This is an optimization exercise on Yosys and OpenROAD, whose aim is small area, not a production implementation. Function was checked by simulation only, so behaviour that the tests miss may differ from the original. Power and IR drop assume default switching activity.

==> flow/design.v, too long to show whole: its modules and the start of the top module <==
// module tv80_alu: 356 lines
// module tv80_mcode: 2184 lines
// module tv80_reg: 47 lines
// module tv80_core: 1138 lines
// module tv80s: 120 lines
module tv80s ( 
  m1_n, mreq_n, iorq_n, rd_n, wr_n, rfsh_n, halt_n, busak_n, A, dout, 
  reset_n, clk, wait_n, int_n, nmi_n, busrq_n, di
  );
  // ...
==> flow/flow/run.sh <==
#!/bin/bash
# Layout flow: the standard ORFS flow (standard.sh) with an area-oriented synthesis:
#  - ABC maps the combinational logic with flow/abc_area.script instead of ORFS's
#    delay-oriented script (no buffering or upsizing at synthesis),
#  - adders use a ripple-carry $lcu (flow/lcu_ripple.v) instead of Kogge-Stone,
#    and are left to ABC rather than mapped to full/half-adder cells.
# Flip-flop mapping, register names and every step after synthesis are the standard flow's own.
set -euo pipefail
W=$PWD
ABC_SCRIPT=$W/flow/abc_area.script

# ORFS synth.tcl with only the abc call's script replaced
sed 's#log_cmd abc {\*}$abc_args#log_cmd abc -script '"$ABC_SCRIPT"' {*}[lrange $abc_args 2 end]#' \
  "$FLOW_HOME/scripts/synth.tcl" > "$W/synth_area.tcl"
grep -q "abc -script $ABC_SCRIPT" "$W/synth_area.tcl"

# synth_recipe.tcl, sourcing the patched synth.tcl
sed 's#^source \$::env(SCRIPTS_DIR)/synth.tcl$#source '"$W"'/synth_area.tcl#' \
  "$W/synth_recipe.tcl" > "$W/synth_recipe_area.tcl"
grep -q "synth_area.tcl" "$W/synth_recipe_area.tcl"

# standard.sh, using the patched synthesis script and no adder-cell mapping
sed -e 's#SYNTH_SCRIPT=[^ ]*#SYNTH_SCRIPT='"$W"'/synth_recipe_area.tcl#' \
    -e 's#CLKGATE_MAP_FILE= #CLKGATE_MAP_FILE= ADDER_MAP_FILE= #' \
  "$W/standard.sh" > "$W/standard_area.sh"
grep -q "synth_recipe_area.tcl" "$W/standard_area.sh"
grep -q "ADDER_MAP_FILE= " "$W/standard_area.sh"

export SYNTH_OPERATIONS_ARGS="-extra-map $W/flow/lcu_ripple.v"
if [[ -f $W/flow/cts_args ]]; then
  export CTS_ARGS="$(cat $W/flow/cts_args)"
fi

bash "$W/standard_area.sh" ${ORFS_TARGETS:-finish} > "$W/flow_make.log" 2>&1
==> flow/flow/abc_area.script <==
&get -n
&st
&deepsyn -T 60 -I 4
&dch -f
&nf -a -F 8 -A 4 -R 1000
&put
==> flow/flow/cts_args <==
-sink_clustering_enable -repair_clock_nets -buf_list "sky130_fd_sc_hd__clkbuf_8" -sink_clustering_size 12 -sink_clustering_max_diameter 80 -dont_use_dummy_load
==> flow/flow/lcu_ripple.v <==
(* techmap_celltype = "$lcu" *)
module _80_lcu_ripple (P, G, CI, CO);
	parameter WIDTH = 2;

	(* force_downto *)
	input [WIDTH-1:0] P, G;
	input CI;

	(* force_downto *)
	output [WIDTH-1:0] CO;

	integer i;
	(* force_downto *)
	reg [WIDTH-1:0] g;

	wire [1023:0] _TECHMAP_DO_ = "proc; opt -fast";

	always @* begin
		g = G;
		g[0] = g[0] | (P[0] & CI);
		for (i = 1; i < WIDTH; i = i + 1)
			g[i] = g[i] | P[i] & g[i - 1];
	end

	assign CO = g;
endmodule
==> flow/standard.sh <==
#!/bin/bash
# synth_recipe.tcl (not shown) runs the flow's synth.tcl, then flattens the netlist and writes it again
# the make line also repeats each setting of config.mk as NAME=value (left out here)
make -C /OpenROAD-flow-scripts/flow DESIGN_CONFIG=/design/flow/config.mk WORK_HOME=/design/flow/orfs CLKGATE_MAP_FILE= SYNTH_SCRIPT=/design/flow/synth_recipe.tcl "${@:-finish}"
==> flow/config.mk <==
export PLATFORM = sky130hd
export DESIGN_NAME = tv80s
export DESIGN_NICKNAME = tv80s
export VERILOG_FILES = /design/flow/design.v
export SDC_FILE = /design/flow/constraint.sdc
export NUM_CORES = 4
export LEC_CHECK = 0
export CAP_MARGIN = 20
export CORE_MARGIN = 2
export CORE_UTILIZATION = 40
export GPL_TIMING_DRIVEN = 0
export SLEW_MARGIN = 10
==> flow/constraint.sdc <==
create_clock -name core_clock -period 14.0 [get_ports {clk}]
set_input_delay 2.8000 -clock core_clock [delete_from_list [all_inputs] [get_ports {clk}]]
set_output_delay 2.8000 -clock core_clock [all_outputs]
set_load 0.01 [all_outputs]
==> results.txt, run 1 <==
* N_diodes at 6
* Worst EP arrival at 13.16 ns
* Min Hold Slack at 0.465 ns
* Final Cycle Share at 91.4%
* Top delay family on crit path: simple AND/OR/NAND/NOR gates
* Commonest non-fill, non-tap cell in the layout: nand2_1
* Number of global-route vias before repair at 26500
* Post-Synth Simple-Gate Area at 23.0%
* Final Hold Vio Count at 0
* M2 GR Usage at between 60% and 70%
* Crit path max fanout at 23
* Post-Syn Nets at 2951
* Leading cell kind: multi-input gates
* Most frequent cells after synthesis: 376 x nand2_1, 346 x nor2_1, 260 x a21oi_1
* Fraction of area in registers at 34.0%
* Multiplexer share of the synthesized area at 0.542%
* Final non-clock buffer share at 5.24%
* Tightest Hold Check Type: reg2reg
* GR peak layer: met2
* Final #Nets at around 3100
* Yosys warnings at 5
* Slowest CP cell: nor2_1
* Switching power at 1.81 mW
* Seq_cells at 359
* Netlist cell types at 68
* Setup WS post-layout at roughly 1.2 ns
* Register-to-register setup slack at 1.20 ns
* Synth Cell Area at between 20000 and 25000 um2
* Net Sw Frac at 45.8%
* Placed cell count at 3835
* Die height at 250 um
* Post_cts resized at 0
* Fmax at just under 80 MHz
* RR Startpoint: i_tv80_core.IR[5]
* # H-tree levels at 2
* Routed wire per std cell at 35.1 um
* Met3 wire length at between 15000 and 20000 um
* Setup Viol. Count Final at 0
* Worst slew margin relative to its limit at around 14%
* Seq/Total Area, Yosys at between 30 and 40%
* Min-Delay Endpoint: i_tv80_core.Pre_XY_F_M[0]
* Clk pwr share at 16.7%
* Status: timing/DRC/antenna clean
* Synth area leader: edfxtp_1
==> module tv80_core, before the edit <==
module tv80_core ( 
  m1_n, iorq, no_read, write, rfsh_n, halt_n, busak_n, A, dout, mc, ts, 
  intcycle_n, IntE, stop, 
  reset_n, clk, cen, wait_n, int_n, nmi_n, busrq_n, dinst, di
  );
  parameter Mode = 1;    
  parameter IOWait = 1;  
  parameter Flag_C = 0;
  parameter Flag_N = 1;
  parameter Flag_P = 2;
  parameter Flag_X = 3;
  parameter Flag_H = 4;
  parameter Flag_Y = 5;
  parameter Flag_Z = 6;
  parameter Flag_S = 7;
  input     reset_n;            
  input     clk;                
  input     cen;                
  input     wait_n;             
  input     int_n;              
  input     nmi_n;              
  input     busrq_n;            
  output    m1_n;               
  output    iorq;               
  output    no_read;            
  output    write;              
  output    rfsh_n;             
  output    halt_n;             
  output    busak_n;            
  output [15:0] A; 
  input [7:0]   dinst;  
  input [7:0]   di;     
  output [7:0]  dout;     
  output [6:0]  mc;     
  output [6:0]  ts;     
  output        intcycle_n;     
  output        IntE;           
  output        stop;           
  reg    m1_n;          
  reg    iorq;          
  reg    rfsh_n;                
  reg    halt_n;                
  reg    busak_n;               
  reg [15:0] A; 
  reg [7:0]  dout;        
  reg [6:0]  mc;        
  reg [6:0]  ts;        
  reg   intcycle_n;     
  reg   IntE;           
  reg   stop;           
  parameter     aNone    = 3'b111;
  parameter     aBC      = 3'b000;
  parameter     aDE      = 3'b001;
  parameter     aXY      = 3'b010;
  parameter     aIOA     = 3'b100;
  parameter     aSP      = 3'b101;
  parameter     aZI      = 3'b110;
  reg [7:0]     ACC, F;
  reg [7:0]     Ap, Fp;
  reg [7:0]     I;
  reg [7:0]     R;
  reg [15:0]    SP, PC;
  reg [7:0]     RegDIH;
  reg [7:0]     RegDIL;
  wire [15:0]   RegBusA;
  wire [15:0]   RegBusB;
  wire [15:0]   RegBusC;
  reg [2:0]     RegAddrA_r;
  reg [2:0]     RegAddrA;
  reg [2:0]     RegAddrB_r;
  reg [2:0]     RegAddrB;
  reg [2:0]     RegAddrC;
  reg           RegWEH;
  reg           RegWEL;
  reg           Alternate;
  reg [15:0]    TmpAddr;         
  reg [7:0]     IR;              
  reg [1:0]     ISet;            
  reg [15:0]    RegBusA_r;
  reg [15:0]    ID16;
  reg [7:0]     Save_Mux;
  reg [2:0]     tstate_b;
  reg [2:0]     mcycle_b;
  wire [6:0]    tstate = 7'b0000001 << tstate_b;
  wire [6:0]    mcycle = 7'b0000001 << mcycle_b;
  reg           last_mcycle, last_tstate;
  reg           IntE_FF1;
  reg           IntE_FF2;
  reg           Halt_FF;
  reg           BusReq_s;
  reg           BusAck;
  reg           ClkEn;
  reg           NMI_s;
  reg           INT_s;
  reg [1:0]     IStatus;
  reg [7:0]     DI_Reg;
  reg           T_Res;
  reg [1:0]     XY_State;
  reg [2:0]     Pre_XY_F_M;
  reg           NextIs_XY_Fetch;
  reg           XY_Ind;
  reg           No_BTR;
  reg           BTR_r;
  reg           Auto_Wait;
  reg           Auto_Wait_t1;
  reg           Auto_Wait_t2;
  reg           IncDecZ;
  reg [7:0]     BusB;
  reg [7:0]     BusA;
  wire [7:0]    ALU_Q;
  wire [7:0]    F_Out;
  reg [4:0]     Read_To_Reg_r;
  reg           Arith16_r;
  reg           Z16_r;
  reg [3:0]     ALU_Op_r;
  reg           Save_ALU_r;
  reg           PreserveC_r;
  reg [2:0]     mcycles;
  wire [2:0]    mcycles_d;
  wire [2:0]    tstates;
  reg           IntCycle;
  reg           NMICycle;
  wire          Inc_PC;
  wire          Inc_WZ;
  wire [3:0]    IncDec_16;
  wire [1:0]    Prefix;
  wire          Read_To_Acc;
  wire          Read_To_Reg;
  wire [3:0]     Set_BusB_To;
  wire [3:0]     Set_BusA_To;
  wire [3:0]     ALU_Op;
  wire           Save_ALU;
  wire           PreserveC;
  wire           Arith16;
  wire [2:0]     Set_Addr_To;
  wire           Jump;
  wire           JumpE;
  wire           JumpXY;
  wire           Call;
  wire           RstP;
  wire           LDZ;
  wire           LDW;
  wire           LDSPHL;
  wire           iorq_i;
  wire [2:0]     Special_LD;
  wire           ExchangeDH;
  wire           ExchangeRp;
  wire           ExchangeAF;
  wire           ExchangeRS;
  wire           I_DJNZ;
  wire           I_CPL;
  wire           I_CCF;
  wire           I_SCF;
  wire           I_RETN;
  wire           I_BT;
  wire           I_BC;
  wire           I_BTR;
  wire           I_RLD;
  wire           I_RRD;
  wire           I_INRC;
  wire           SetDI;
  wire           SetEI;
  wire [1:0]     IMode;
  wire           Halt;
  reg [15:0]     PC16;
  reg [15:0]     PC16_B;
  reg [15:0]     SP16, SP16_A, SP16_B;
  reg [15:0]     ID16_B;
  reg            Oldnmi_n;
  tv80_mcode #(Mode, Flag_C, Flag_N, Flag_P, Flag_X, Flag_H, Flag_Y, Flag_Z, Flag_S) i_mcode
    (
     .IR                   (IR),
     .ISet                 (ISet),
     .MCycle               (mcycle),
     .F                    (F),
     .NMICycle             (NMICycle),
     .IntCycle             (IntCycle),
     .MCycles              (mcycles_d),
     .TStates              (tstates),
     .Prefix               (Prefix),
     .Inc_PC               (Inc_PC),
     .Inc_WZ               (Inc_WZ),
     .IncDec_16            (IncDec_16),
     .Read_To_Acc          (Read_To_Acc),
     .Read_To_Reg          (Read_To_Reg),
     .Set_BusB_To          (Set_BusB_To),
     .Set_BusA_To          (Set_BusA_To),
     .ALU_Op               (ALU_Op),
     .Save_ALU             (Save_ALU),
     .PreserveC            (PreserveC),
     .Arith16              (Arith16),
     .Set_Addr_To          (Set_Addr_To),
     .IORQ                 (iorq_i),
     .Jump                 (Jump),
     .JumpE                (JumpE),
     .JumpXY               (JumpXY),
     .Call                 (Call),
     .RstP                 (RstP),
     .LDZ                  (LDZ),
     .LDW                  (LDW),
     .LDSPHL               (LDSPHL),
     .Special_LD           (Special_LD),
     .ExchangeDH           (ExchangeDH),
     .ExchangeRp           (ExchangeRp),
     .ExchangeAF           (ExchangeAF),
     .ExchangeRS           (ExchangeRS),
     .I_DJNZ               (I_DJNZ),
     .I_CPL                (I_CPL),
     .I_CCF                (I_CCF),
     .I_SCF                (I_SCF),
     .I_RETN               (I_RETN),
     .I_BT                 (I_BT),
     .I_BC                 (I_BC),
     .I_BTR                (I_BTR),
     .I_RLD                (I_RLD),
     .I_RRD                (I_RRD),
     .I_INRC               (I_INRC),
     .SetDI                (SetDI),
     .SetEI                (SetEI),
     .IMode                (IMode),
     .Halt                 (Halt),
     .NoRead               (no_read),
     .Write                (write)
     );
  tv80_alu #(Mode, Flag_C, Flag_N, Flag_P, Flag_X, Flag_H, Flag_Y, Flag_Z, Flag_S) i_alu
    (
     .Arith16              (Arith16_r),
     .Z16                  (Z16_r),
     .ALU_Op               (ALU_Op_r),
     .IR                   (IR[5:0]),
     .ISet                 (ISet),
     .BusA                 (BusA),
     .BusB                 (BusB),
     .F_In                 (F),
     .Q                    (ALU_Q),
     .F_Out                (F_Out)
     );
  function [6:0] number_to_bitvec;
    input [2:0] num;
    begin
      case (num)
        1 : number_to_bitvec = 7'b0000001;
        2 : number_to_bitvec = 7'b0000010;
        3 : number_to_bitvec = 7'b0000100;
        4 : number_to_bitvec = 7'b0001000;
        5 : number_to_bitvec = 7'b0010000;
        6 : number_to_bitvec = 7'b0100000;
        7 : number_to_bitvec = 7'b1000000;
        default : number_to_bitvec = 7'b0000000;
      endcase  
    end
  endfunction  
  always @( mcycle or mcycles or tstate or tstates)
    begin
      last_mcycle = (mcycle_b + 3'd1 == mcycles);
      last_tstate = (tstate_b == tstates);
    end  
  always @( ALU_Q or BusAck or BusB or DI_Reg
           or ExchangeRp or IR or Save_ALU_r or Set_Addr_To or XY_Ind
           or XY_State or cen or last_tstate or mcycle)
    begin
      ClkEn = cen && ~ BusAck;
      if (last_tstate)
        T_Res = 1'b1;
      else T_Res = 1'b0;
      if (XY_State != 2'b00 && XY_Ind == 1'b0 &&
          ((Set_Addr_To == aXY) ||
           (mcycle[0] && IR == 8'b11001011) ||
           (mcycle[0] && IR == 8'b00110110)))
        NextIs_XY_Fetch = 1'b1;
      else 
        NextIs_XY_Fetch = 1'b0;
      if (ExchangeRp)
        Save_Mux = BusB;
      else if (!Save_ALU_r)
        Save_Mux = DI_Reg;
      else
        Save_Mux = ALU_Q;
    end  
  always @ (posedge clk)
    begin
        begin
          if (ClkEn == 1'b1 ) 
            begin
              ALU_Op_r <= 4'b0000;
              Save_ALU_r <= 1'b0;
              Read_To_Reg_r <= 5'b00000;
              mcycles <= mcycles_d;
              if (IMode != 2'b11 ) 
                begin
                  IStatus <= IMode;
                end
              Arith16_r <= Arith16;
              PreserveC_r <= PreserveC;
              if (ISet == 2'b10 && ALU_Op[2] == 1'b0 && ALU_Op[0] == 1'b1 && mcycle[2] ) 
                begin
                  Z16_r <= 1'b1;
                end 
              else 
                begin
                  Z16_r <= 1'b0;
                end
              if (mcycle[0] && (tstate[1] | tstate[2] | tstate[3] )) 
                begin
                  if (tstate[2] && wait_n == 1'b1 ) 
                    begin
                      if (Mode < 2 ) 
                        begin
                          A[7:0] <= R;
                          A[15:8] <= I;
                          R[6:0] <= R[6:0] + 1;
                        end
                      if (Jump == 1'b0 && Call == 1'b0 && NMICycle == 1'b0 && IntCycle == 1'b0 && ~ (Halt_FF == 1'b1 || Halt == 1'b1) ) 
                        begin
                          PC <= PC16;
                        end
                      if (IntCycle == 1'b1 && IStatus == 2'b01 ) 
                        begin
                          IR <= 8'b11111111;
                        end 
                      else if (Halt_FF == 1'b1 || (IntCycle == 1'b1 && IStatus == 2'b10) || NMICycle == 1'b1 ) 
                        begin
                          IR <= 8'b00000000;
                        end 
                      else 
                        begin
                          IR <= dinst;
                        end
                      ISet <= 2'b00;
                      if (Prefix != 2'b00 ) 
                        begin
                          if (Prefix == 2'b11 ) 
                            begin
                              if (IR[5] == 1'b1 ) 
                                begin
                                  XY_State <= 2'b10;
                                end 
                              else 
                                begin
                                  XY_State <= 2'b01;
                                end
                            end 
                          else 
                            begin
                              if (Prefix == 2'b10 ) 
                                begin
                                  XY_State <= 2'b00;
                                  XY_Ind <= 1'b0;
                                end
                              ISet <= Prefix;
                            end
                        end 
                      else 
                        begin
                          XY_State <= 2'b00;
                          XY_Ind <= 1'b0;
                        end
                    end  
                end 
              else 
                begin
                  if (mcycle[5] ) 
                    begin
                      XY_Ind <= 1'b1;
                      if (Prefix == 2'b01 ) 
                        begin
                          ISet <= 2'b01;
                        end
                    end
                  if (T_Res == 1'b1 ) 
                    begin
                      BTR_r <= (I_BT || I_BC || I_BTR) && ~ No_BTR;
                      if (Jump == 1'b1 ) 
                        begin
                          A[15:8] <= DI_Reg;
                          A[7:0] <= TmpAddr[7:0];
                          PC[15:8] <= DI_Reg;
                          PC[7:0] <= TmpAddr[7:0];
                        end 
                      else if (JumpXY == 1'b1 ) 
                        begin
                          A <= RegBusC;
                          PC <= RegBusC;
                        end else if (Call == 1'b1 || RstP == 1'b1 ) 
                          begin
                            A <= TmpAddr;
                            PC <= TmpAddr;
                          end 
                        else if (last_mcycle && NMICycle == 1'b1 ) 
                          begin
                            A <= 16'b0000000001100110;
                            PC <= 16'b0000000001100110;
                          end 
                        else if (mcycle[2] && IntCycle == 1'b1 && IStatus == 2'b10 ) 
                          begin
                            A[15:8] <= I;
                            A[7:0] <= TmpAddr[7:0];
                            PC[15:8] <= I;
                            PC[7:0] <= TmpAddr[7:0];
                          end 
                        else 
                          begin
                            case (Set_Addr_To)
                              aXY :
                                begin
                                  if (XY_State == 2'b00 ) 
                                    begin
                                      A <= RegBusC;
                                    end 
                                  else 
                                    begin
                                      if (NextIs_XY_Fetch == 1'b1 )
                                        begin
                                          A <= PC;
                                        end 
                                      else 
                                        begin
                                          A <= TmpAddr;
                                        end
                                    end  
                                end  
                              aIOA :
                                begin
                                  if (Mode == 3 ) 
                                    begin
                                      A[15:8] <= 8'hFF;
                                    end 
                                  else if (Mode == 2 ) 
                                    begin
                                      A[15:8] <= DI_Reg;
                                    end 
                                  else 
                                    begin
                                      A[15:8] <= ACC;
                                    end
                                  A[7:0] <= DI_Reg;
                                end  
                              aSP :
                                begin
                                  A <= SP;
                                end
                              aBC :
                                begin
                                  if (Mode == 3 && iorq_i == 1'b1 ) 
                                    begin
                                      A[15:8] <= 8'hFF;
                                      A[7:0] <= RegBusC[7:0];
                                    end 
                                  else 
                                    begin
                                      A <= RegBusC;
                                    end
                                end  
                              aDE :
                                begin
                                  A <= RegBusC;
                                end
                              aZI :
                                begin                                  
                                  if (Inc_WZ == 1'b1 ) 
                                    begin
                                      A <= TmpAddr + 1;
                                    end 
                                  else 
                                    begin
                                      A[15:8] <= DI_Reg;
                                      A[7:0] <= TmpAddr[7:0];
                                    end
                                end  
                              default   :
                                begin                                    
                                  A <= PC;
                                end
                            endcase  
                          end  
                      Save_ALU_r <= Save_ALU;
                      ALU_Op_r <= ALU_Op;
                      if (I_CPL == 1'b1 ) 
                        begin
                          ACC <= ~ ACC;
                          F[Flag_Y] <= ~ ACC[5];
                          F[Flag_H] <= 1'b1;
                          F[Flag_X] <= ~ ACC[3];
                          F[Flag_N] <= 1'b1;
                        end
                      if (I_CCF == 1'b1 ) 
                        begin
                          F[Flag_C] <= ~ F[Flag_C];
                          F[Flag_Y] <= ACC[5];
                          F[Flag_H] <= F[Flag_C];
                          F[Flag_X] <= ACC[3];
                          F[Flag_N] <= 1'b0;
                        end
                      if (I_SCF == 1'b1 ) 
                        begin
                          F[Flag_C] <= 1'b1;
                          F[Flag_Y] <= ACC[5];
                          F[Flag_H] <= 1'b0;
                          F[Flag_X] <= ACC[3];
                          F[Flag_N] <= 1'b0;
                        end
                    end  
                  if (tstate[2] && wait_n == 1'b1 ) 
                    begin
                      if (ISet == 2'b01 && mcycle[6] ) 
                        begin
                          IR <= dinst;
                        end
                      if (JumpE == 1'b1 ) 
                        begin
                          PC <= PC16;
                        end 
                      else if (Inc_PC == 1'b1 ) 
                        begin
                          PC <= PC16;
                        end
                      if (BTR_r == 1'b1 ) 
                        begin
                          PC <= PC16;
                        end
                      if (RstP == 1'b1 ) 
                        begin
                          TmpAddr <= { 10'h0, IR[5:3], 3'h0 };
                        end
                    end
                  if (tstate[3] && mcycle[5] ) 
                    begin
                      TmpAddr <= SP16;
                    end
                  if ((tstate[2] && wait_n == 1'b1) || (tstate[4] && mcycle[0]) ) 
                    begin
                      if (IncDec_16[2:0] == 3'b111 ) 
                        begin
                          SP <= SP16;
                        end
                    end
                  if (LDSPHL == 1'b1 ) 
                    begin
                      SP <= RegBusC;
                    end
                  if (ExchangeAF == 1'b1 ) 
                    begin
                      Ap <= ACC;
                      ACC <= Ap;
                      Fp <= F;
                      F <= Fp;
                    end
                  if (ExchangeRS == 1'b1 ) 
                    begin
                      Alternate <= ~ Alternate;
                    end
                end  
              if (tstate[3] ) 
                begin
                  if (LDZ == 1'b1 ) 
                    begin
                      TmpAddr[7:0] <= DI_Reg;
                    end
                  if (LDW == 1'b1 ) 
                    begin
                      TmpAddr[15:8] <= DI_Reg;
                    end
                  if (Special_LD[2] == 1'b1 ) 
                    begin
                      case (Special_LD[1:0])
                        2'b00 :
                          begin
                            ACC <= I;
                            F[Flag_P] <= IntE_FF2;
                          end
                        2'b01 :
                          begin
                            ACC <= R;
                            F[Flag_P] <= IntE_FF2;
                          end
                        2'b10 :
                          I <= ACC;
                        default :
                          R <= ACC;
                      endcase
                    end
                end  
              if ((I_DJNZ == 1'b0 && Save_ALU_r == 1'b1) || ALU_Op_r == 4'b1001 ) 
                begin
                  if (Mode == 3 ) 
                    begin
                      F[6] <= F_Out[6];
                      F[5] <= F_Out[5];
                      F[7] <= F_Out[7];
                      if (PreserveC_r == 1'b0 ) 
                        begin
                          F[4] <= F_Out[4];
                        end
                    end 
                  else 
                    begin
                      F[7:1] <= F_Out[7:1];
                      if (PreserveC_r == 1'b0 ) 
                        begin
                          F[Flag_C] <= F_Out[0];
                        end
                    end
                end  
              if (T_Res == 1'b1 && I_INRC == 1'b1 ) 
                begin
                  F[Flag_H] <= 1'b0;
                  F[Flag_N] <= 1'b0;
                  if (DI_Reg[7:0] == 8'b00000000 ) 
                    begin
                      F[Flag_Z] <= 1'b1;
                    end 
                  else 
                    begin
                      F[Flag_Z] <= 1'b0;
                    end
                  F[Flag_S] <= DI_Reg[7];
                  F[Flag_P] <= ~ (^DI_Reg[7:0]);
                end  
              if (tstate[1] && Auto_Wait_t1 == 1'b0 ) 
                begin
                  dout <= BusB;
                  if (I_RLD == 1'b1 ) 
                    begin
                      dout[3:0] <= BusA[3:0];
                      dout[7:4] <= BusB[3:0];
                    end
                  if (I_RRD == 1'b1 ) 
                    begin
                      dout[3:0] <= BusB[7:4];
                      dout[7:4] <= BusA[3:0];
                    end
                end
              if (T_Res == 1'b1 ) 
                begin
                  Read_To_Reg_r[3:0] <= Set_BusA_To;
                  Read_To_Reg_r[4] <= Read_To_Reg;
                  if (Read_To_Acc == 1'b1 ) 
                    begin
                      Read_To_Reg_r[3:0] <= 4'b0111;
                      Read_To_Reg_r[4] <= 1'b1;
                    end
                end
              if (tstate[1] && I_BT == 1'b1 ) 
                begin
                  F[Flag_X] <= ALU_Q[3];
                  F[Flag_Y] <= ALU_Q[1];
                  F[Flag_H] <= 1'b0;
                  F[Flag_N] <= 1'b0;
                end
              if (I_BC == 1'b1 || I_BT == 1'b1 ) 
                begin
                  F[Flag_P] <= IncDecZ;
                end
              if ((tstate[1] && Save_ALU_r == 1'b0 && Auto_Wait_t1 == 1'b0) ||
                  (Save_ALU_r == 1'b1 && ALU_Op_r != 4'b0111) ) 
                begin
                  case (Read_To_Reg_r)
                    5'b10111 :
                      ACC <= Save_Mux;
                    5'b10110 :
                      dout <= Save_Mux;
                    5'b11000 :
                      SP[7:0] <= Save_Mux;
                    5'b11001 :
                      SP[15:8] <= Save_Mux;
                    5'b11011 :
                      F <= Save_Mux;
                  endcase
                end  
            end  
        end  
      if (reset_n == 1'b0 )
        begin
          PC <= 0;   
          A <= 0;
          TmpAddr <= 0;
          IR <= 8'b00000000;
          ISet <= 2'b00;
          XY_State <= 2'b00;
          IStatus <= 2'b00;
          mcycles <= 3'b000;
          I <= 0;
          R <= 0;
          Alternate <= 1'b0;
          Read_To_Reg_r <= 5'b00000;
          Arith16_r <= 1'b0;
          BTR_r <= 1'b0;
          Z16_r <= 1'b0;
          ALU_Op_r <= 4'b0000;
          Save_ALU_r <= 1'b0;
          PreserveC_r <= 1'b0;
          XY_Ind <= 1'b0;
        end 
    end
  always @ (posedge clk)
    begin
      if (ClkEn == 1'b1 ) 
        begin
          RegAddrA_r <=  { Alternate, Set_BusA_To[2:1] };
          if (XY_Ind == 1'b0 && XY_State != 2'b00 && Set_BusA_To[2:1] == 2'b10 ) 
            begin
              RegAddrA_r <= { XY_State[1],  2'b11 };
            end
          RegAddrB_r <= { Alternate, Set_BusB_To[2:1] };
          if (XY_Ind == 1'b0 && XY_State != 2'b00 && Set_BusB_To[2:1] == 2'b10 ) 
            begin
              RegAddrB_r <= { XY_State[1],  2'b11 };
            end
          RegAddrC <= { Alternate,  Set_Addr_To[1:0] };
          if ((JumpXY == 1'b1 || LDSPHL == 1'b1) ) 
            begin
              RegAddrC <= { Alternate, 2'b10 };
            end
          if (((JumpXY == 1'b1 || LDSPHL == 1'b1) && XY_State != 2'b00) || (mcycle[5]) ) 
            begin
              RegAddrC <= { XY_State[1],  2'b11 };
            end
          if (I_DJNZ == 1'b1 && Save_ALU_r == 1'b1 && Mode < 2 ) 
            begin
              IncDecZ <= F_Out[Flag_Z];
            end
          if ((tstate[2] || (tstate[3] && mcycle[0])) && IncDec_16[2:0] == 3'b100 ) 
            begin
              if (ID16 == 0 ) 
                begin
                  IncDecZ <= 1'b0;
                end 
              else 
                begin
                  IncDecZ <= 1'b1;
                end
            end
        end
    end  
  always @ (posedge clk)
    RegBusA_r <= RegBusA;
  always @( Alternate or ExchangeDH or IncDec_16
           or RegAddrA_r or RegAddrB_r or XY_State or mcycle or tstate)
    begin
      if ((tstate[2] || (tstate[3] && mcycle[0] && IncDec_16[2] == 1'b1)) && XY_State == 2'b00)
        RegAddrA = { Alternate, IncDec_16[1:0] };
      else if ((tstate[2] || (tstate[3] && mcycle[0] && IncDec_16[2] == 1'b1)) && IncDec_16[1:0] == 2'b10)
        RegAddrA = { XY_State[1], 2'b11 };
      else if (ExchangeDH == 1'b1 && tstate[3])
        RegAddrA = { Alternate, 2'b10 };
      else if (ExchangeDH == 1'b1 && tstate[4])
        RegAddrA = { Alternate, 2'b01 };
      else
        RegAddrA = RegAddrA_r;
      if (ExchangeDH == 1'b1 && tstate[3])
        RegAddrB = { Alternate, 2'b01 };
      else
        RegAddrB = RegAddrB_r;
    end  
  always @( ALU_Op_r or Auto_Wait_t1 or ExchangeDH
           or IncDec_16 or Read_To_Reg_r or Save_ALU_r or mcycle
           or tstate or wait_n)
    begin
      RegWEH = 1'b0;
      RegWEL = 1'b0;
      if ((tstate[1] && Save_ALU_r == 1'b0 && Auto_Wait_t1 == 1'b0) ||
          (Save_ALU_r == 1'b1 && ALU_Op_r != 4'b0111) ) 
        begin
          case (Read_To_Reg_r)
            5'b10000 , 5'b10001 , 5'b10010 , 5'b10011 , 5'b10100 , 5'b10101 :
              begin
                RegWEH = ~ Read_To_Reg_r[0];
                RegWEL = Read_To_Reg_r[0];
              end
          endcase  
        end  
      if (ExchangeDH == 1'b1 && (tstate[3] || tstate[4]) ) 
        begin
          RegWEH = 1'b1;
          RegWEL = 1'b1;
        end
      if (IncDec_16[2] == 1'b1 && ((tstate[2] && wait_n == 1'b1 && mcycle != 3'b001) || (tstate[3] && mcycle[0])) ) 
        begin
          case (IncDec_16[1:0])
            2'b00 , 2'b01 , 2'b10 :
              begin
                RegWEH = 1'b1;
                RegWEL = 1'b1;
              end
          endcase
        end
    end  
  always @( ExchangeDH or ID16 or IncDec_16 or RegBusA_r
           or RegBusB or Save_Mux or mcycle or tstate)
    begin
      RegDIH = Save_Mux;
      RegDIL = Save_Mux;
      if (ExchangeDH == 1'b1 && tstate[3] ) 
        begin
          RegDIH = RegBusB[15:8];
          RegDIL = RegBusB[7:0];
        end
      else if (ExchangeDH == 1'b1 && tstate[4] ) 
        begin
          RegDIH = RegBusA_r[15:8];
          RegDIL = RegBusA_r[7:0];
        end
      else if (IncDec_16[2] == 1'b1 && ((tstate[2] && mcycle != 3'b001) || (tstate[3] && mcycle[0])) ) 
        begin
          RegDIH = ID16[15:8];
          RegDIL = ID16[7:0];
        end
    end
  tv80_reg i_reg
    (
     .clk                  (clk),
     .CEN                  (ClkEn),
     .WEH                  (RegWEH),
     .WEL                  (RegWEL),
     .AddrA                (RegAddrA),
     .AddrB                (RegAddrB),
     .AddrC                (RegAddrC),
     .DIH                  (RegDIH),
     .DIL                  (RegDIL),
     .DOAH                 (RegBusA[15:8]),
     .DOAL                 (RegBusA[7:0]),
     .DOBH                 (RegBusB[15:8]),
     .DOBL                 (RegBusB[7:0]),
     .DOCH                 (RegBusC[15:8]),
     .DOCL                 (RegBusC[7:0])
     );
  always @ (posedge clk)
    begin
      if (ClkEn == 1'b1 ) 
        begin
          case (Set_BusB_To)
            4'b0111 :
              BusB <= ACC;
            4'b0000 , 4'b0001 , 4'b0010 , 4'b0011 , 4'b0100 , 4'b0101 :
              begin
                if (Set_BusB_To[0] == 1'b1 ) 
                  begin
                    BusB <= RegBusB[7:0];
                  end 
                else 
                  begin
                    BusB <= RegBusB[15:8];
                  end
              end
            4'b0110 :
              BusB <= DI_Reg;
            4'b1000 :
              BusB <= SP[7:0];
            4'b1001 :
              BusB <= SP[15:8];
            4'b1010 :
              BusB <= 8'b00000001;
            4'b1011 :
              BusB <= F;
            4'b1100 :
              BusB <= PC[7:0];
            4'b1101 :
              BusB <= PC[15:8];
            4'b1110 :
              BusB <= 8'b00000000;
            default :
              BusB <= 8'h00;
          endcase
          case (Set_BusA_To)
            4'b0111 :
              BusA <= ACC;
            4'b0000 , 4'b0001 , 4'b0010 , 4'b0011 , 4'b0100 , 4'b0101 :
              begin
                if (Set_BusA_To[0] == 1'b1 )
                  begin
                    BusA <= RegBusA[7:0];
                  end 
                else 
                  begin
                    BusA <= RegBusA[15:8];
                  end
              end
            4'b0110 :
              BusA <= DI_Reg;
            4'b1000 :
              BusA <= SP[7:0];
            4'b1001 :
              BusA <= SP[15:8];
            4'b1010 :
              BusA <= 8'b00000000;
            default :
              ;
          endcase
        end
    end
  always @ (posedge clk)
    begin
      if (reset_n == 1'b0 ) 
        begin
          rfsh_n <= 1'b1;
        end 
      else
        begin
          if (cen == 1'b1 ) 
            begin
              if (mcycle[0] && ((tstate[2]  && wait_n == 1'b1) || tstate[3]) ) 
                begin
                  rfsh_n <= 1'b0;
                end 
              else 
                begin
                  rfsh_n <= 1'b1;
                end
            end
        end
    end
  always @( BusAck or Halt_FF or I_DJNZ or IntCycle
           or IntE_FF1 or di or iorq_i or mcycle or tstate)
    begin
      mc = mcycle;
      ts = tstate;
      DI_Reg = di;
      halt_n = ~ Halt_FF;
      busak_n = ~ BusAck;
      intcycle_n = ~ IntCycle;
      IntE = IntE_FF1;
      iorq = iorq_i;
      stop = I_DJNZ;
    end
  always @ (posedge clk)
    begin : sync_inputs
      if (reset_n == 1'b0 ) 
        begin
          BusReq_s <= 1'b0;
          INT_s <= 1'b0;
          NMI_s <= 1'b0;
          Oldnmi_n <= 1'b0;
        end 
      else
        begin
          if (cen == 1'b1 ) 
            begin
              BusReq_s <= ~ busrq_n;
              INT_s <= ~ int_n;
              if (NMICycle == 1'b1 ) 
                begin
                  NMI_s <= 1'b0;
                end 
              else if (nmi_n == 1'b0 && Oldnmi_n == 1'b1 ) 
                begin
                  NMI_s <= 1'b1;
                end
              Oldnmi_n <= nmi_n;
            end
        end
    end
  always @ (posedge clk)
    begin
      if (reset_n == 1'b0 ) 
        begin
          mcycle_b <= 3'd0;
          tstate_b <= 3'd0;
          Pre_XY_F_M <= 3'b000;
          Halt_FF <= 1'b0;
          BusAck <= 1'b0;
          NMICycle <= 1'b0;
          IntCycle <= 1'b0;
          IntE_FF1 <= 1'b0;
          IntE_FF2 <= 1'b0;
          No_BTR <= 1'b0;
          Auto_Wait_t1 <= 1'b0;
          Auto_Wait_t2 <= 1'b0;
          m1_n <= 1'b1;
        end 
      else
        begin
          if (cen == 1'b1 ) 
            begin
              if (T_Res == 1'b1 ) 
                begin
                  Auto_Wait_t1 <= 1'b0;
                end 
              else 
                begin
                  Auto_Wait_t1 <= Auto_Wait || iorq_i;
                end
              Auto_Wait_t2 <= Auto_Wait_t1;
              No_BTR <= (I_BT && (~ IR[4] || ~ F[Flag_P])) ||
                        (I_BC && (~ IR[4] || F[Flag_Z] || ~ F[Flag_P])) ||
                        (I_BTR && (~ IR[4] || F[Flag_Z]));
              if (tstate[2] ) 
                begin
                  if (SetEI == 1'b1 ) 
                    begin
                      IntE_FF1 <= 1'b1;
                      IntE_FF2 <= 1'b1;
                    end
                  if (I_RETN == 1'b1 ) 
                    begin
                      IntE_FF1 <= IntE_FF2;
                    end
                end
              if (tstate[3] ) 
                begin
                  if (SetDI == 1'b1 ) 
                    begin
                      IntE_FF1 <= 1'b0;
                      IntE_FF2 <= 1'b0;
                    end
                end
              if (IntCycle == 1'b1 || NMICycle == 1'b1 ) 
                begin
                  Halt_FF <= 1'b0;
                end
              if (mcycle[0] && tstate[2] && wait_n == 1'b1 ) 
                begin
                  m1_n <= 1'b1;
                end
              if (BusReq_s == 1'b1 && BusAck == 1'b1 ) 
                begin
                end 
              else 
                begin
                  BusAck <= 1'b0;
                  if (tstate[2] && wait_n == 1'b0 ) 
                    begin
                    end 
                  else if (T_Res == 1'b1 ) 
                    begin
                      if (Halt == 1'b1 ) 
                        begin
                          Halt_FF <= 1'b1;
                        end
                      if (BusReq_s == 1'b1 ) 
                        begin
                          BusAck <= 1'b1;
                        end 
                      else 
                        begin
                          tstate_b <= 3'd1;
                          if (NextIs_XY_Fetch == 1'b1 ) 
                            begin
                              mcycle_b <= 3'd5;
                              Pre_XY_F_M <= mcycle;
                              if (IR == 8'b00110110 && Mode == 0 ) 
                                begin
                                  Pre_XY_F_M <= 3'b010;
                                end
                            end 
                          else if ((mcycle[6]) || (mcycle[5] && Mode == 1 && ISet != 2'b01) ) 
                            begin
                              mcycle_b <= Pre_XY_F_M;
                            end 
                          else if ((last_mcycle) ||
                                   No_BTR == 1'b1 ||
                                   (mcycle[1] && I_DJNZ == 1'b1 && IncDecZ == 1'b1) ) 
                            begin
                              m1_n <= 1'b0;
                              mcycle_b <= 3'd0;
                              IntCycle <= 1'b0;
                              NMICycle <= 1'b0;
                              if (NMI_s == 1'b1 && Prefix == 2'b00 ) 
                                begin
                                  NMICycle <= 1'b1;
                                  IntE_FF1 <= 1'b0;
                                end 
                              else if ((IntE_FF1 == 1'b1 && INT_s == 1'b1) && Prefix == 2'b00 && SetEI == 1'b0 ) 
                                begin
                                  IntCycle <= 1'b1;
                                  IntE_FF1 <= 1'b0;
                                  IntE_FF2 <= 1'b0;
                                end
                            end 
                          else 
                            begin
                              mcycle_b <= (mcycle_b == 3'd6) ? 3'd0 : mcycle_b + 3'd1;
                            end
                        end
                    end 
                  else 
                    begin    
                      if ( ~(Auto_Wait == 1'b1 && Auto_Wait_t2 == 1'b0) &&
                           ~(IOWait == 1 && iorq_i == 1'b1 && Auto_Wait_t1 == 1'b0) ) 
                        begin
                          tstate_b <= (tstate_b == 3'd6) ? 3'd0 : tstate_b + 3'd1;
                        end
                    end
                end
              if (tstate[0]) 
                begin
                  m1_n <= 1'b0;
                end
            end
        end
    end
  always @( BTR_r or DI_Reg or IncDec_16 or JumpE or PC
           or RegBusA or RegBusC or SP or tstate)
    begin
      if (JumpE == 1'b1 ) 
        begin
          PC16_B = { {8{DI_Reg[7]}}, DI_Reg };
        end 
      else if (BTR_r == 1'b1 ) 
        begin
          PC16_B = -2;
        end
      else
        begin
          PC16_B = 1;
        end
      if (tstate[3])
        begin
          SP16_A = RegBusC;
          SP16_B = { {8{DI_Reg[7]}}, DI_Reg };
        end
      else
        begin
          SP16_A = SP;
          if (IncDec_16[3] == 1'b1)
            SP16_B = -1;
          else
            SP16_B = 1;
        end
      if (IncDec_16[3])  
        ID16_B = -1;
      else
        ID16_B = 1;
      ID16 = RegBusA + ID16_B;
      PC16 = PC + PC16_B;
      SP16 = SP16_A + SP16_B;
    end  
  always @( IntCycle or NMICycle or mcycle)
    begin
      Auto_Wait = 1'b0;
      if (IntCycle == 1'b1 || NMICycle == 1'b1 ) 
        begin
          if (mcycle[0] ) 
            begin
              Auto_Wait = 1'b1;
            end
        end
    end  
endmodule  
==> run 2: changes to the inputs <==
--- a/flow/design.v
+++ b/flow/design.v
@@ -2893,13 +2893,13 @@
                     begin
                       if (Mode < 2 ) 
                         begin
-                          A[7:0] <= R;
-                          A[15:8] <= I;
+                          ;  
+                          ;  
                           R[6:0] <= R[6:0] + 1;
                         end
                       if (Jump == 1'b0 && Call == 1'b0 && NMICycle == 1'b0 && IntCycle == 1'b0 && ~ (Halt_FF == 1'b1 || Halt == 1'b1) ) 
                         begin
-                          PC <= PC16;
+                          ;  
                         end
                       if (IntCycle == 1'b1 && IStatus == 2'b01 ) 
                         begin
@@ -2959,31 +2959,31 @@
                       BTR_r <= (I_BT || I_BC || I_BTR) && ~ No_BTR;
                       if (Jump == 1'b1 ) 
                         begin
-                          A[15:8] <= DI_Reg;
-                          A[7:0] <= TmpAddr[7:0];
-                          PC[15:8] <= DI_Reg;
-                          PC[7:0] <= TmpAddr[7:0];
+                          ;  
+                          ;  
+                          ;  
+                          ;  
                         end 
                       else if (JumpXY == 1'b1 ) 
                         begin
-                          A <= RegBusC;
-                          PC <= RegBusC;
+                          ;  
+                          ;  
                         end else if (Call == 1'b1 || RstP == 1'b1 ) 
                           begin
-                            A <= TmpAddr;
-                            PC <= TmpAddr;
+                            ;  
+                            ;  
                           end 
                         else if (last_mcycle && NMICycle == 1'b1 ) 
                           begin
-                            A <= 16'b0000000001100110;
-                            PC <= 16'b0000000001100110;
+                            ;  
+                            ;  
                           end 
                         else if (mcycle[2] && IntCycle == 1'b1 && IStatus == 2'b10 ) 
                           begin
-                            A[15:8] <= I;
-                            A[7:0] <= TmpAddr[7:0];
-                            PC[15:8] <= I;
-                            PC[7:0] <= TmpAddr[7:0];
+                            ;  
+                            ;  
+                            ;  
+                            ;  
                           end 
                         else 
                           begin
@@ -2992,17 +2992,17 @@
                                 begin
                                   if (XY_State == 2'b00 ) 
                                     begin
-                                      A <= RegBusC;
+                                      ;  
                                     end 
                                   else 
                                     begin
                                       if (NextIs_XY_Fetch == 1'b1 )
                                         begin
-                                          A <= PC;
+                                          ;  
                                         end 
                                       else 
                                         begin
-                                          A <= TmpAddr;
+                                          ;  
                                         end
                                     end  
                                 end  
@@ -3010,53 +3010,53 @@
                                 begin
                                   if (Mode == 3 ) 
                                     begin
-                                      A[15:8] <= 8'hFF;
+                                      ;  
                                     end 
                                   else if (Mode == 2 ) 
                                     begin
-                                      A[15:8] <= DI_Reg;
+                                      ;  
                                     end 
                                   else 
                                     begin
-                                      A[15:8] <= ACC;
+                                      ;  
                                     end
-                                  A[7:0] <= DI_Reg;
+                                  ;  
                                 end  
                               aSP :
                                 begin
-                                  A <= SP;
+                                  ;  
                                 end
                               aBC :
                                 begin
                                   if (Mode == 3 && iorq_i == 1'b1 ) 
                                     begin
-                                      A[15:8] <= 8'hFF;
-                                      A[7:0] <= RegBusC[7:0];
+                                      ;  
+                                      ;  
                                     end 
                                   else 
                                     begin
-                                      A <= RegBusC;
+                                      ;  
                                     end
                                 end  
                               aDE :
                                 begin
-                                  A <= RegBusC;
+                                  ;  
                                 end
                               aZI :
                                 begin                                  
                                   if (Inc_WZ == 1'b1 ) 
                                     begin
-                                      A <= TmpAddr + 1;
+                                      ;  
                                     end 
                                   else 
                                     begin
-                                      A[15:8] <= DI_Reg;
-                                      A[7:0] <= TmpAddr[7:0];
+                                      ;  
+                                      ;  
                                     end
                                 end  
                               default   :
                                 begin                                    
-                                  A <= PC;
+                                  ;  
                                 end
                             endcase  
                           end  
@@ -3095,15 +3095,15 @@
                         end
                       if (JumpE == 1'b1 ) 
                         begin
-                          PC <= PC16;
+                          ;  
                         end 
                       else if (Inc_PC == 1'b1 ) 
                         begin
-                          PC <= PC16;
+                          ;  
                         end
                       if (BTR_r == 1'b1 ) 
                         begin
-                          PC <= PC16;
+                          ;  
                         end
                       if (RstP == 1'b1 ) 
                         begin
@@ -3258,8 +3258,8 @@
         end  
       if (reset_n == 1'b0 )
         begin
-          PC <= 0;   
-          A <= 0;
+          ;  
+          ;  
           TmpAddr <= 0;
           IR <= 8'b00000000;
           ISet <= 2'b00;
@@ -3279,6 +3279,79 @@
           XY_Ind <= 1'b0;
         end 
     end
+  reg [15:0] JumpTarget;
+  reg        JumpTarget_v;
+  reg [15:0] AddrSel;
+  always @*
+    begin
+      JumpTarget_v = 1'b1;
+      if (Jump == 1'b1)
+        JumpTarget = { DI_Reg, TmpAddr[7:0] };
+      else if (JumpXY == 1'b1)
+        JumpTarget = RegBusC;
+      else if (Call == 1'b1 || RstP == 1'b1)
+        JumpTarget = TmpAddr;
+      else if (last_mcycle && NMICycle == 1'b1)
+        JumpTarget = 16'b0000000001100110;
+      else
+        begin
+          JumpTarget = { I, TmpAddr[7:0] };
+          JumpTarget_v = mcycle[2] && IntCycle == 1'b1 && IStatus == 2'b10;
+        end
+      case (Set_Addr_To)
+        aXY :
+          if (XY_State == 2'b00)
+            AddrSel = RegBusC;
+          else if (NextIs_XY_Fetch == 1'b1)
+            AddrSel = PC;
+          else
+            AddrSel = TmpAddr;
+        aIOA :
+          AddrSel = { ACC, DI_Reg };
+        aSP :
+          AddrSel = SP;
+        aBC, aDE :
+          AddrSel = RegBusC;
+        aZI :
+          if (Inc_WZ == 1'b1)
+            AddrSel = TmpAddr + 1;
+          else
+            AddrSel = { DI_Reg, TmpAddr[7:0] };
+        default :
+          AddrSel = PC;
+      endcase
+    end
+  always @ (posedge clk)
+    begin
+      if (ClkEn == 1'b1)
+        begin
+          if (mcycle[0] && (tstate[1] | tstate[2] | tstate[3]))
+            begin
+              if (tstate[2] && wait_n == 1'b1)
+                begin
+                  A <= { I, R };
+                  if (Jump == 1'b0 && Call == 1'b0 && NMICycle == 1'b0 && IntCycle == 1'b0 && ~ (Halt_FF == 1'b1 || Halt == 1'b1) )
+                    PC <= PC16;
+                end
+            end
+          else
+            begin
+              if (T_Res == 1'b1)
+                begin
+                  A <= JumpTarget_v ? JumpTarget : AddrSel;
+                  if (JumpTarget_v)
+                    PC <= JumpTarget;
+                end
+              if (tstate[2] && wait_n == 1'b1 && (JumpE == 1'b1 || Inc_PC == 1'b1 || BTR_r == 1'b1))
+                PC <= PC16;
+            end
+        end
+      if (reset_n == 1'b0)
+        begin
+          PC <= 0;
+          A <= 0;
+        end
+    end
   always @ (posedge clk)
     begin
       if (ClkEn == 1'b1 ) 
--- a/flow/flow/run.sh
+++ b/flow/flow/run.sh
@@ -4,7 +4,9 @@
 #    delay-oriented script (no buffering or upsizing at synthesis),
 #  - adders use a ripple-carry $lcu (flow/lcu_ripple.v) instead of Kogge-Stone,
 #    and are left to ABC rather than mapped to full/half-adder cells.
-# Flip-flop mapping, register names and every step after synthesis are the standard flow's own.
+# After synthesis: the standard flow's own steps, except port buffers of the smallest buffer cell,
+# and clock-tree options from flow/cts_args (smaller clock buffers, no dummy loads).
+# Flip-flop mapping and register names are the standard flow's own.
 set -euo pipefail
 W=$PWD
 ABC_SCRIPT=$W/flow/abc_area.script
@@ -27,6 +29,8 @@
 grep -q "ADDER_MAP_FILE= " "$W/standard_area.sh"
 
 export SYNTH_OPERATIONS_ARGS="-extra-map $W/flow/lcu_ripple.v"
+# input and output port buffers: the smallest buffer cell
+export BUFFER_PORTS_ARGS="-buffer_cell sky130_fd_sc_hd__buf_1"
 if [[ -f $W/flow/cts_args ]]; then
   export CTS_ARGS="$(cat $W/flow/cts_args)"
 fi
==> results.txt, run 2 <==
* HP Start: i_tv80_core.A[3]
* Type of origin of the critical path: flip-flop
* Seq/Total Area, Yosys at 39.1% (+0.44 points)
* GRT Util Overall at 40.6%
* Post-Syn Nets at 2861 (-3.0%)
* Min Hold Slack at 0.446 ns (-0.0194 ns)
* DRT Pass-1 Iters at 14
* Register-to-register setup slack at 1.06 ns (-0.14 ns)
* Fmax at 77.3 MHz (-1.1%)
* Fill count at 5818
* Yosys warnings at 5 (unchanged)
* WP buf/inv at 3
* Slowest cell delay on critical path at 0.91 ns
* Most frequent cells after synthesis: 379 x nand2_1, 307 x nor2_1, 244 x o21ai_0
* Cells on worst reg2reg path at 51
* Regs by FF count: i_tv80_core.i_reg.RegsH x64, i_tv80_core.i_reg.RegsL x64
* Synth area leader: edfxtp_1
* RR Startpoint: i_tv80_core.IR[5]
* Ratio of cells with drive above 1 in the final layout at 6.66%
* Multi-input logic area at roughly 15000 um2
* I/O pin count at 46
* Power Total at around 5.8 mW
* Power Density at 214 nW/um2
* Crit Path Category: reg2reg
* Clock tree buffer depth at 3
* Slew at the pin with the worst max-slew slack at 1.34 ns
* # H-tree levels at 2 (unchanged)
* Largest net degree at the start of global routing at 58
* Max Slew Vio Count at 0
* DP HPWL at 96800 um
* Reg area at roughly 9400 um2
* CP most frequent cell: o21ai_0
* Most frequent cell after synthesis: nand2_1
* Routed wire per std cell at 34.4 um (-2.0%)
* CTS Buf Count at 37
* Avg Cell Area, Syn at ~8.4 um2
* Synth Cell Area at 24000 um2 (-1.1%)
* Critical Path Sink Type: flip-flop
* Post_cts resized at 0 (unchanged)
* Cell row count at 89
* Initial antenna violation count at 4
* Tightest Hold Check Type: reg2reg
* Die W at 249 um
* Setup Viol. Count Final at 0 (unchanged)
* Max Cap Viol at 0
* Slowest CP cell: nor2b_1
* Number of synthesized flops with an enable pin at roughly 220
* Status: timing/DRC/antenna clean
* Area contributors post-synth: edfxtp_1 27%, dfxtp_1 12%, nand2_1 5.9%, o21ai_0 5.1%, nor2_1 4.8%
* Netlist cell types at 66 (-2.9%)
* Number of global-route vias before repair at 26000 (-2.0%)
* Hold path cells at 2
* Core area at between 50000 and 60000 um2
* Die height at 249 um (-0.56%)
* Latest clock arrival within the worst-skew pair at 0.68 ns
* Min-Delay Endpoint: i_tv80_core.A[3]
* Reg2reg end: i_tv80_core.SP[15]
* Vias at 28100
* CTS tree: done
* Die area at 61900 um2
* Final min period at 12.94 ns
* Initial Util at roughly 40%
* CTS root buf: clkbuf_8
* Setup WS post-layout at 1.06 ns (-0.139 ns)
* Clock sink count at 359
* Final Hold Vio Count at 0 (unchanged)
* Clock Skew at 0.122 ns
* Yosys top cell area share at a little over a quarter
* Final Cycle Share at 92.4% (+0.99 points)
* Predominant post-synthesis flop cell: edfxtp_1
* Crit path max fanout at 25 (+8.7%)
* DRT Wirelength at 131000 um
* I/O Buffers at 45
* Post CTS Setup Buffer Count at 0
* RSZ-0062 raised after global routing: no
* GPL Wtd Cong at 1.04
* Asr flop ratio synth at 0%
* Static Leak at between 8 and 9 nW
* Critical Path RT at roughly 14 ns
* Total grt overflow at 0
* CTS Hold Bufs at 0
* Worst EP arrival at 13.30 ns (+0.14 ns)
* Area growth syn-to-layout at 12.3%
* First-pass GRT wire length at 186000 um
* Residual DRC at 0
* Worst slack, placed at 0.965 ns
* Final #Nets at 3035 (-2.9%)
* Starting DRT DRC Count at between 5000 and 6000
* Top delay family on crit path: compound AO/OA/AOI/OAI gates
* Most frequent cells in the layout: 379 x nand2_1, 290 x nor2_1, 240 x o21ai_0
* Commonest non-fill, non-tap cell in the layout: nand2_1
* Peak VDD IR at 0.0927 mV
* Worst slew margin relative to its limit at 10.9% (-2.9 points)
* Clk slew on worst S/H paths at approximately 0.09 ns
* Antenna Nets Post-Route at 0
* Register bit count reported by yosys at about 360
* Cells after Synth at ~2800
* Vias/cell at 7.42
## run 2: layout make-up
type	count	share of cell area, %
flip-flops and latches	359	34.8
multi-input cells	2411	54.4
inverters	77	1.09
clock buffers	37	1.89
well taps	773	3.59
diodes	1	0.00929
repair buffers	135	4.21
## run 2: worst max-delay path by stage
stage          slack [ns]         startpoint                             to  cells past startpoint
3_5_place_dp         0.96  i_tv80_core.IR[5]             i_tv80_core.SP[14]                     50
6_report             1.06  i_tv80_core.IR[5]             i_tv80_core.SP[15]                     51
5_1_grt              0.38  i_tv80_core.IR[5]        i_tv80_core.TmpAddr[15]                     50
3_3_place_gp        -2.44  i_tv80_core.IR[3]  i_tv80_core.i_reg.RegsH[1][7]                     46
2_1_floorplan        3.44  i_tv80_core.IR[3]  i_tv80_core.i_reg.RegsH[0][7]                     45
4_1_cts              0.94  i_tv80_core.IR[5]             i_tv80_core.SP[14]                     50
## run 2: power by group
part	switching [mW]	leakage, nW	internal, mW
clock network	0.383	0.266	0.236
logic	2.23	5.22	1.13
registers	0.431	3.20	1.35
total	3.05	8.69	2.72
## run 2: tightest hold or removal path, delay by kind of cell, from the launching register on
| kind | cells | cell delay [ns] |
|---|---|---|
| flip-flops | 1 | 0.32 |
| AND/OR/NAND/NOR | 2 | 0.09 |
## run 2: logic make-up after synthesis
kind of cell | share of synthesized area [%]
flops | 39.1
xor+xnor | 4.82
simple gates | 22.9
compound gates | 30.9
mux | 0.908
fa+ha+maj | 0.250
buf+inv | 1.21
## run 2: layer usage
metal  vias up  global-route usage [%]  wire length [um]
met5         -                       0                42
met4         6                    22.1              8800
met3       554                    13.0             18600
met2      2419                    59.0             53400
met1     13500                    53.3             49600
li1      11700                       -                 -
## run 2: metrics by stage
step,util (%),instance area (um2),cells,TNS [ns]
after global placement,42.5,25100,3665,-114.25
after global routing,45.5,26900,3793,0
after detailed placement,44.4,26300,3736,0
after CTS,45.3,26800,3773,0
after floorplan,-,24000,2847,0
final,45.5,26900,3793,0

separate check: timing with driven ports:
The flow's constraints put no driver on any port. The routed layouts listed below were extracted and timed again, unchanged, in two steps. Step 1 assumes that a clkbuf_16 drives the clock port and a buf_2 every other input. Step 2 times the ports against the registers' clock, not the clock port: input delays grow and output delays shrink by t, the midpoint of the rising clock arrivals with the driver on. Three values: no drivers, after step 1, after step 2; two values: the first two.
run | shift t [ns] | setup WS [ns] | worst register clock-pin slew, ns
run 1 | 0.708 | 1.202 / 1.202 / 1.202 | 0.10 / 0.10
run 2 | 0.669 | 1.063 / 1.063 / 1.063 | 0.10 / 0.10
After both steps every run listed still meets setup and hold.
